Background: an optimization exercise with open tools, aiming at small area and a short achievable clock period. Do not read the settings as production practice. At most, simulation tests tie the RTL to the original design; equivalence was not proved. The flow treats the clock pin as an ideal source. Dropping or thinning the clock tree relies on that and would not hold on a real chip. No activity file was given, so power comes from the tool's default toggle rates.

== the reference run ==
// BC_FIR
module BC_FIR(
    input  [12:0] in,
    input         clock_s,
    output [12:0] out
);
    reg [11:0] d0;
    reg [11:0] d1;
    reg [11:0] d2;
    reg [11:0] d3;
    reg [11:0] d4;
    reg [11:0] d5;
    reg [11:0] d6;
    reg [11:0] d7;
    reg [11:0] d8;
    reg [11:0] d9;
    reg [11:0] d10;
    reg [11:0] d11;
    reg [11:0] d12;
    reg [11:0] d13;
    reg [11:0] d14;
    reg [11:0] d15;
    reg [11:0] d16;
    reg [11:0] d17;
    reg [11:0] d18;
    reg [11:0] d19;
    reg [11:0] d20;
    reg [11:0] d21;
    reg [11:0] d22;
    reg [11:0] d23;
    reg [11:0] d24;
    reg [11:0] d25;
    reg [11:0] d26;
    reg [11:0] d27;
    reg [11:0] d28;
    reg [11:0] d29;
    reg pl3_0;
    reg pl3_1;
    reg pl3_2;
    reg pl3_3;
    reg pl3_4;
    reg pl3_5;
    reg pl3_6;
    reg r3_0;
    reg r3_1;
    reg r3_2;
    reg r3_3;
    reg r3_4;
    reg r3_5;
    reg r3_6;
    reg r3_7;
    reg r3_8;
    reg r3_9;
    reg r3_10;
    reg r3_11;
    reg r3_12;
    reg r3_13;
    reg pl1_0;
    reg pl1_1;
    reg pl1_2;
    reg pl1_3;
    reg pl1_4;
    reg pl1_5;
    reg pl1_6;
    reg r2_0;
    reg r2_1;
    reg r2_2;
    reg r2_3;
    reg r2_4;
    reg r2_5;
    reg r2_6;
    reg r2_7;
    reg r2_8;
    reg r2_9;
    reg r2_10;
    reg r2_11;
    reg r2_12;
    reg r2_13;
    reg pl0_0;
    reg pl0_1;
    reg pl0_2;
    reg pl0_3;
    reg pl0_4;
    reg pl0_5;
    reg pl0_6;
    reg r1_0;
    reg r1_1;
    reg r1_2;
    reg r1_3;
    reg r1_4;
    reg r1_5;
    reg r1_6;
    reg r1_7;
    reg r1_8;
    reg r1_9;
    reg r1_10;
    reg r1_11;
    reg r1_12;
    reg r1_13;
    reg r1_14;
    reg pl2_0;
    reg pl2_1;
    reg pl2_2;
    reg pl2_3;
    reg pl2_4;
    reg pl2_5;
    reg pl2_6;
    reg pl2_7;
    reg [12:0] y;
    wire w1;
    wire w2;
    wire w3;
    wire w4;
    wire w5;
    wire w6;
    wire w7;
    wire w8;
    wire w9;
    wire w10;
    wire w11;
    wire w12;
    wire w13;
    wire w14;
    wire w15;
    wire w16;
    wire w17;
    wire w18;
    wire w19;
    wire w20;
    wire w21;
    wire w22;
    wire w23;
    wire w24;
  ...
export LEC_CHECK = 0
export CAP_MARGIN = 20
export CORE_MARGIN = 2
export CORE_UTILIZATION = 65
export PLACE_DENSITY = 0.75
export SLEW_MARGIN = 20
export SYNTH_HIERARCHICAL = 1
export SYNTH_MINIMUM_KEEP_SIZE = 0
create_clock -name core_clock -period 16.0 [get_ports {clock_s}]
standard.sh (not shown) runs the stock make flow with config.mk's settings and CLKGATE_MAP_FILE= SYNTH_SCRIPT=/design/flow/synth_recipe.tcl, a recipe that flattens the netlist after the stock synthesis.
==> flow/flow/run.sh <==
#!/bin/bash
# Standard ORFS layout (the standard.sh) with two changes:
#  - port buffers made from sky130_fd_sc_hd__buf_2 instead of the default delay-buffer cell;
#  - the clock tree built by flow/cts_hook.tcl (PRE_CTS hook): a balanced two-level
#    buffer tree in place of TritonCTS's deeper tree.
# All tool output goes to standard_flow.log here and to the ORFS logs under orfs/logs.
set -euo pipefail
bash standard.sh "BUFFER_PORTS_ARGS=-buffer_cell sky130_fd_sc_hd__buf_2" \
  "PRE_CTS_TCL=$PWD/flow/cts_hook.tcl" \
  finish > standard_flow.log 2>&1
==> flow/flow/cts_hook.tcl <==
# PRE_CTS hook: builds a two-level clock tree by hand, then makes the flow's
# clock_tree_synthesis call a no-op.
#   clock_s -> NROOT root buffers (clkbuf_16) -> NLEAF leaf buffers (clkbuf_8)
#   -> flip-flop clock pins.
# Flip-flops are split into NLEAF balanced clusters (k-means); each leaf buffer
# sits at its cluster's centre, each root buffer at the centre of its leaves.
# Every flip-flop sees the same two buffer levels.
set ::mct_nleaf 24
set ::mct_nroot 4
set ::mct_leaf sky130_fd_sc_hd__clkbuf_8
set ::mct_root sky130_fd_sc_hd__clkbuf_16

proc mct_kmeans {pts k seed} {
  # balanced k-means (greedy capacity-limited assignment); returns {centres assignment}
  set n [llength $pts]
  set cap [expr {int(ceil(double($n) / $k * 1.15))}]
  expr {srand($seed)}
  set best_cost 1e30
  set best {}
  for {set trial 0} {$trial < 8} {incr trial} {
    # initial centres: random distinct points
    set idx {}
    while {[llength $idx] < $k} {
      set r [expr {int(rand() * $n)}]
      if {[lsearch $idx $r] < 0} { lappend idx $r }
    }
    set cent {}
    foreach i $idx { lappend cent [lindex $pts $i] }
    for {set it 0} {$it < 25} {incr it} {
      set pairs {}
      for {set i 0} {$i < $n} {incr i} {
        lassign [lindex $pts $i] x y
        for {set c 0} {$c < $k} {incr c} {
          lassign [lindex $cent $c] cx cy
          lappend pairs [list [expr {abs($x - $cx) + abs($y - $cy)}] $i $c]
        }
      }
      set pairs [lsort -real -index 0 $pairs]
      set asg [lrepeat $n -1]
      set cnt [lrepeat $k 0]
      foreach p $pairs {
        lassign $p d i c
        if {[lindex $asg $i] < 0 && [lindex $cnt $c] < $cap} {
          lset asg $i $c
          lset cnt $c [expr {[lindex $cnt $c] + 1}]
        }
      }
      set sx [lrepeat $k 0.0]; set sy [lrepeat $k 0.0]
      for {set i 0} {$i < $n} {incr i} {
        set c [lindex $asg $i]
        lassign [lindex $pts $i] x y
        lset sx $c [expr {[lindex $sx $c] + $x}]
        lset sy $c [expr {[lindex $sy $c] + $y}]
      }
      set newc {}
      for {set c 0} {$c < $k} {incr c} {
        set m [lindex $cnt $c]
        if {$m > 0} {
          lappend newc [list [expr {[lindex $sx $c] / $m}] [expr {[lindex $sy $c] / $m}]]
        } else {
          lappend newc [lindex $cent $c]
        }
      }
      set cent $newc
    }
    set cost 0.0
    for {set i 0} {$i < $n} {incr i} {
      lassign [lindex $pts $i] x y
      lassign [lindex $cent [lindex $asg $i]] cx cy
      set cost [expr {$cost + abs($x - $cx) + abs($y - $cy)}]
    }
    if {$cost < $best_cost} {
      set best_cost $cost
      set best [list $cent $asg]
    }
  }
  return $best
}

proc mct_build {} {
  set block [ord::get_db_block]
  set db [ord::get_db]
  set clk [$block findNet clock_s]
  set sinks {}
  set pts {}
  foreach it [$clk getITerms] {
    set inst [$it getInst]
    set bb [$inst getBBox]
    lappend sinks $it
    lappend pts [list [expr {([$bb xMin] + [$bb xMax]) / 2}] [expr {([$bb yMin] + [$bb yMax]) / 2}]]
  }
  puts "manual clock tree: [llength $sinks] clock sinks"
  lassign [mct_kmeans $pts $::mct_nleaf 1] lcent lasg
  lassign [mct_kmeans $lcent $::mct_nroot 2] rcent rasg
  set rootm [$db findMaster $::mct_root]
  set leafm [$db findMaster $::mct_leaf]
  set rnets {}
  for {set r 0} {$r < $::mct_nroot} {incr r} {
    set net [odb::dbNet_create $block clknet_root_$r]
    $net setSigType CLOCK
    set inst [odb::dbInst_create $block $rootm clkbuf_root_$r]
    [$inst findITerm A] connect $clk
    [$inst findITerm X] connect $net
    lassign [lindex $rcent $r] x y
    $inst setLocation [expr {int($x)}] [expr {int($y)}]
    $inst setPlacementStatus PLACED
    lappend rnets $net
  }
  set lnets {}
  for {set l 0} {$l < $::mct_nleaf} {incr l} {
    set net [odb::dbNet_create $block clknet_leaf_$l]
    $net setSigType CLOCK
    set inst [odb::dbInst_create $block $leafm clkbuf_leaf_$l]
    [$inst findITerm A] connect [lindex $rnets [lindex $rasg $l]]
    [$inst findITerm X] connect $net
    lassign [lindex $lcent $l] x y
    $inst setLocation [expr {int($x)}] [expr {int($y)}]
    $inst setPlacementStatus PLACED
    lappend lnets $net
  }
  for {set i 0} {$i < [llength $sinks]} {incr i} {
    set it [lindex $sinks $i]
    $it disconnect
    $it connect [lindex $lnets [lindex $lasg $i]]
  }
  puts "manual clock tree: $::mct_nroot root and $::mct_nleaf leaf buffers"
}

mct_build
rename clock_tree_synthesis mct_unused_clock_tree_synthesis
proc clock_tree_synthesis {args} {
  puts "clock_tree_synthesis skipped: the clock tree was built by the PRE_CTS hook"
}
What the trial run does differently from the reference run at the input level:
--- a/flow/flow/run.sh
+++ b/flow/flow/run.sh
@@ -7,3 +7,3 @@
 set -euo pipefail
-bash standard.sh "BUFFER_PORTS_ARGS=-buffer_cell sky130_fd_sc_hd__buf_2" \
+bash standard.sh "BUFFER_PORTS_ARGS=-buffer_cell sky130_fd_sc_hd__buf_1" \
   "PRE_CTS_TCL=$PWD/flow/cts_hook.tcl" \
--- a/flow/flow/cts_hook.tcl
+++ b/flow/flow/cts_hook.tcl
@@ -1,3 +1,3 @@
-# PRE_CTS hook: builds a two-level clock tree by hand, then makes the flow's
-# clock_tree_synthesis call a no-op.
+# PRE_CTS hook: sizes up the output port buffers, builds a two-level clock tree
+# by hand, then makes the flow's clock_tree_synthesis call a no-op.
 #   clock_s -> NROOT root buffers (clkbuf_16) -> NLEAF leaf buffers (clkbuf_8)
@@ -128,2 +128,16 @@
 
+# The port buffers were made from buf_1 (BUFFER_PORTS_ARGS); the output ports,
+# which drive the external load, get buf_2. detailed_placement in cts.tcl legalizes.
+proc mct_upsize_outputs {} {
+  set n 0
+  foreach inst [[ord::get_db_block] getInsts] {
+    if {[string match output* [$inst getName]] && [[$inst getMaster] getName] eq "sky130_fd_sc_hd__buf_1"} {
+      replace_cell [$inst getName] sky130_fd_sc_hd__buf_2
+      incr n
+    }
+  }
+  puts "output port buffers sized up to buf_2: $n"
+}
+
+mct_upsize_outputs
 mct_build
==> comparison <==
- The reference run ran to completion and came out clean on the timing, DRC and antenna checks.
- The trial run completed every stage of the flow, and the final layout passed the timing, DRC and antenna checks.
- Summary of the trial run over the reference run: area growth from synthesis to layout level, core utilization level, fmax moved down, headroom to the max-slew limit moved up, sequential share of cell area level.
- | shortest period the worst path allows | the trial run vs the reference run | 0.016 ns higher |
In every run of this note, the design's own scripts or RTL, not TritonCTS, make the clock network.

---

Setup of north:
Another version of the RTL of BC_FIR (not shown whole).
For scale: about 27 I/O pins.
export LEC_CHECK = 0
export CAP_MARGIN = 20
export CORE_MARGIN = 2
export CORE_UTILIZATION = 65
export PLACE_DENSITY = 0.75
export SLEW_MARGIN = 20
export SYNTH_HIERARCHICAL = 1
export SYNTH_MINIMUM_KEEP_SIZE = 0
create_clock -name core_clock -period 16.0 [get_ports {clock_s}]
==> flow/flow/run.sh <==
#!/bin/bash
# Standard ORFS layout (the standard.sh), with the port buffers made from
# sky130_fd_sc_hd__buf_2 instead of the default delay-buffer cell.
# All tool output goes to standard_flow.log here and to the ORFS logs under orfs/logs.
set -euo pipefail
# Clock tree: clkbuf_8 leaves under clkbuf_16 root/tree buffers, no dummy loads.
bash standard.sh "BUFFER_PORTS_ARGS=-buffer_cell sky130_fd_sc_hd__buf_2" \
  "CTS_ARGS=-sink_clustering_enable -repair_clock_nets -buf_list sky130_fd_sc_hd__clkbuf_8 -sink_clustering_size 20 -sink_clustering_max_diameter 60 -root_buf sky130_fd_sc_hd__clkbuf_16 -tree_buf sky130_fd_sc_hd__clkbuf_16 -dont_use_dummy_load" \
  finish > standard_flow.log 2>&1
Every stage of the flow completed for north, and the final layout passed the timing, DRC and antenna checks.
The following lists how south was set up differently from north:
diff --git a/flow/config.mk b/flow/config.mk
--- a/flow/config.mk
+++ b/flow/config.mk
@@ -8,6 +8,8 @@
 export CAP_MARGIN = 20
 export CORE_MARGIN = 2
-export CORE_UTILIZATION = 65
-export PLACE_DENSITY = 0.75
+export CORE_UTILIZATION = 40
+export CTS_BUF_LIST = sky130_fd_sc_hd__clkbuf_8
+export CTS_CLUSTER_DIAMETER = 60
+export CTS_CLUSTER_SIZE = 20
 export SLEW_MARGIN = 20
 export SYNTH_HIERARCHICAL = 1
Results
From north to south the numbers moved as follows: register fraction of the total cell area decreased by 0.85 points relative to the old numbers, final standard cell utilization of the core shrank by 26 points, power went down.

---

JK:
Another version of the RTL of BC_FIR (not shown whole).
Size: ~820 cells after synthesis, about 420 flip-flops, ~27 I/O pins, about 14,000 sq um of cells after synthesis.
==> flow/config.mk <==
export PLATFORM = sky130hd
export DESIGN_NAME = BC_FIR
export DESIGN_NICKNAME = BC_FIR
export VERILOG_FILES = /design/flow/design.v
export SDC_FILE = /design/flow/constraint.sdc
export NUM_CORES = 4
export LEC_CHECK = 0
export CAP_MARGIN = 20
export CORE_MARGIN = 2
export CORE_UTILIZATION = 40
export CTS_BUF_LIST = sky130_fd_sc_hd__clkbuf_8
export CTS_CLUSTER_DIAMETER = 60
export CTS_CLUSTER_SIZE = 20
export SLEW_MARGIN = 20
export SYNTH_HIERARCHICAL = 1
export SYNTH_MINIMUM_KEEP_SIZE = 0
==> flow/constraint.sdc <==
create_clock -name core_clock -period 16.0 [get_ports {clock_s}]
set_input_delay 3.2000 -clock core_clock [delete_from_list [all_inputs] [get_ports {clock_s}]]
set_output_delay 3.2000 -clock core_clock [all_outputs]
set_load 0.01 [all_outputs]
==> flow/flow/run.sh <==
#!/bin/bash
# Standard ORFS layout (the standard.sh), with the port buffers made from
# sky130_fd_sc_hd__buf_2 instead of the default delay-buffer cell.
set -euo pipefail
bash standard.sh "BUFFER_PORTS_ARGS=-buffer_cell sky130_fd_sc_hd__buf_2" finish > standard_flow.log 2>&1
JK ran to completion and came out clean on the timing, DRC and antenna checks.
Here is what was changed in the inputs of MS compared with JK.
Settings: changing CTS_BUF_LIST from sky130_fd_sc_hd__clkbuf_8 to sky130_fd_sc_hd__clkbuf_8 sky130_fd_sc_hd__clkbuf_16.
Results
MS | status: complete | timing, DRC, antenna: pass
JK reached the end of the flow, and the finished layout is clean on the timing, DRC and antenna checks.
Comparing JK and MS, the higher fraction of area in multi-input gates is on JK.
Sort JK and MS by final clock skew, descending, and MS comes first.
Diff JK -> MS | core utilization | increase of 0.91 points
In MS the smallest setup slack after layout turned out 57 ps higher than in JK.
The global-route track usage on met3 on MS is in line with that on JK.
Diff JK -> MS: final period utilization fell by 0.36 points, register-to-register setup slack down 30 ps, post-route cell area now sits higher.
Comparing JK with MS, the wire length reported by the detailed router came out essentially unchanged.

---

Another version of the RTL of BC_FIR (not shown whole).
Size in the first run: roughly 420 flip-flops, about 27 I/O pins, ~15000 µm² of cells after synthesis.
Design BC_FIR, start of the top module:
module BC_FIR(
    input  [12:0] in,
    input         clock_s,
    output [12:0] out
);
    reg [11:0] d0;
    reg [11:0] d1;
    reg [11:0] d2;
    reg [11:0] d3;
    reg [11:0] d4;
    reg [11:0] d5;
    reg [11:0] d6;
    reg [11:0] d7;
    reg [11:0] d8;
    reg [11:0] d9;
    reg [11:0] d10;
    reg [11:0] d11;
    reg [11:0] d12;
    reg [11:0] d13;
    reg [11:0] d14;
    reg [11:0] d15;
    reg [11:0] d16;
    reg [11:0] d17;
    reg [11:0] d18;
    reg [11:0] d19;
    reg [11:0] d20;
    reg [11:0] d21;
    reg [11:0] d22;
    reg [11:0] d23;
    reg [11:0] d24;
    reg [11:0] d25;
    reg [11:0] d26;
    reg [11:0] d27;
    reg [11:0] d28;
    reg r4_0;
    reg r4_1;
    reg r4_2;
    reg r4_3;
    reg r4_4;
    reg r4_5;
    reg r4_6;
    reg r4_7;
    reg r4_8;
    reg r4_9;
    reg r4_10;
    reg r4_11;
    reg r4_12;
    reg r4_13;
    reg r4_14;
    reg r3_0;
    reg r3_1;
    reg r3_2;
    reg r3_3;
    reg r3_4;
    reg r3_5;
    reg r3_6;
    reg r3_7;
    reg r3_8;
    reg r3_9;
    reg r3_10;
    reg r3_11;
    reg r3_12;
    reg r2_0;
    reg r2_1;
    reg r2_2;
    reg r2_3;
    reg r2_4;
    reg r2_5;
    reg r2_6;
  ...
Settings: LEC_CHECK=0, CAP_MARGIN=20, CORE_MARGIN=2, CORE_UTILIZATION=40, SLEW_MARGIN=20, SYNTH_HIERARCHICAL=1, SYNTH_MINIMUM_KEEP_SIZE=0; clock period 16.0 ns.
==> flow/flow/run.sh <==
#!/bin/bash
# Standard ORFS layout, with the port buffers made from a plain buffer cell.
set -euo pipefail
bash standard.sh "BUFFER_PORTS_ARGS=-buffer_cell sky130_fd_sc_hd__buf_2" finish > standard_flow.log 2>&1
The baseline completed without violations.
==> next run, changes <==
==> flow/run.sh (new file) <==
#!/bin/bash
# synth_recipe.tcl (not shown) runs the flow's synth.tcl, then flattens the netlist and writes it again
# the make line also repeats each setting of config.mk as NAME=value (left out here)
make -C /OpenROAD-flow-scripts/flow DESIGN_CONFIG=/design/flow/config.mk WORK_HOME=/design/flow/orfs CLKGATE_MAP_FILE= SYNTH_SCRIPT=/design/flow/synth_recipe.tcl finish
removed: flow/flow/run.sh
removed: flow/standard.sh
=> Die area stays the same. Global-route usage is higher by 0.18 points. Wire length went up by about 0.4%. Final area increases by about 0.9%. Count of clock-buffer cells in the layout came out lower by 1. Flip-flop and latch count stays the same. Synthesized cell count does not change. Critical path depth is unchanged.
==> next run, changes <==
- CTS_BUF_LIST: not set -> sky130_fd_sc_hd__clkbuf_8
- CTS_CLUSTER_DIAMETER: not set -> 60
- CTS_CLUSTER_SIZE: not set -> 20
The new run completed without violations.
Design area drops by about 5%.
Routed wire length goes down by 1.6%.
Utilization shrinks by 2.3 points.
Global-route usage went down by 0.41 points.
Total power is lower by 11%.
Critical path depth shrinks by 11.
Combinational power barely changes.
Synthesized cell count stays the same.
Non-clock buffer count does not change.
Synthesized area stays the same.
==> next run, changes <==
- CTS_BUF_LIST: sky130_fd_sc_hd__clkbuf_8 -> sky130_fd_sc_hd__clkbuf_4
- CTS_CLUSTER_DIAMETER: 60 -> not set
- CTS_CLUSTER_SIZE: 20 -> not set
What happened: Via count rose by 7.6%; area after synthesis does not change; worst hold slack gets worse by 0.0093 ns; setup slack gets worse by 0.14 ns; power rose by about 7.5%; count of clock-buffer cells in the layout rose by 107; cell count rose by about 9%; critical path depth is unchanged.
No functional check of the RTL was part of any run of this note.

-- re-timing with driven ports --
Ports are ideal in the flow. The routed layouts listed here were re-timed in OpenROAD.
Step 1 (the two cells are an assumption about what drives the block):
set clk [get_ports {clock_s}]
set_driving_cell -lib_cell sky130_fd_sc_hd__clkbuf_16 $clk
set_driving_cell -lib_cell sky130_fd_sc_hd__buf_2 [delete_from_list [all_inputs] $clk]
Step 2 also shifts input and output timing later by t, the mid clock arrival at the registers, as if the neighbouring blocks saw the same clock.
Three values: ideal ports, drivers, drivers and shift; two values: the first two.
run	t, ns	slack for setup (ns)	hold slack, ns	latest minus earliest clock arrival (ns)	slew at the worst register clock pin (ns)
the reference run	0.408	12.046 / 11.952 / 12.238	0.315 / 0.315 / 0.315	0.036 / 0.036	0.12 / 0.12
the trial run	0.409	12.030 / 11.932 / 12.239	0.305 / 0.305 / 0.305	0.044 / 0.044	0.11 / 0.11
north	0.538	11.835 / 11.790 / 12.100	0.299 / 0.299 / 0.299	0.045 / 0.046	0.11 / 0.11
south	0.564	11.825 / 11.777 / 12.099	0.284 / 0.284 / 0.284	0.048 / 0.048	0.12 / 0.12
JK	0.659	11.731 / 11.684 / 12.124	0.313 / 0.313 / 0.313	0.027 / 0.027	0.12 / 0.12
MS	0.613	11.788 / 11.737 / 12.088	0.305 / 0.305 / 0.305	0.029 / 0.029	0.08 / 0.08
the first run of note 4	0.587	11.445 / 11.445 / 11.445	0.323 / 0.323 / 0.323	0.017 / 0.017	0.07 / 0.07
the second run of note 4	0.583	11.353 / 11.350 / 11.353	0.316 / 0.316 / 0.316	0.019 / 0.019	0.06 / 0.06
the third run of note 4	0.637	11.340 / 11.292 / 11.411	0.319 / 0.319 / 0.319	0.025 / 0.025	0.12 / 0.12
the fourth run of note 4	0.777	11.196 / 11.148 / 11.422	0.309 / 0.309 / 0.309	0.052 / 0.052	0.07 / 0.07
After both steps every run listed still meets setup and hold.
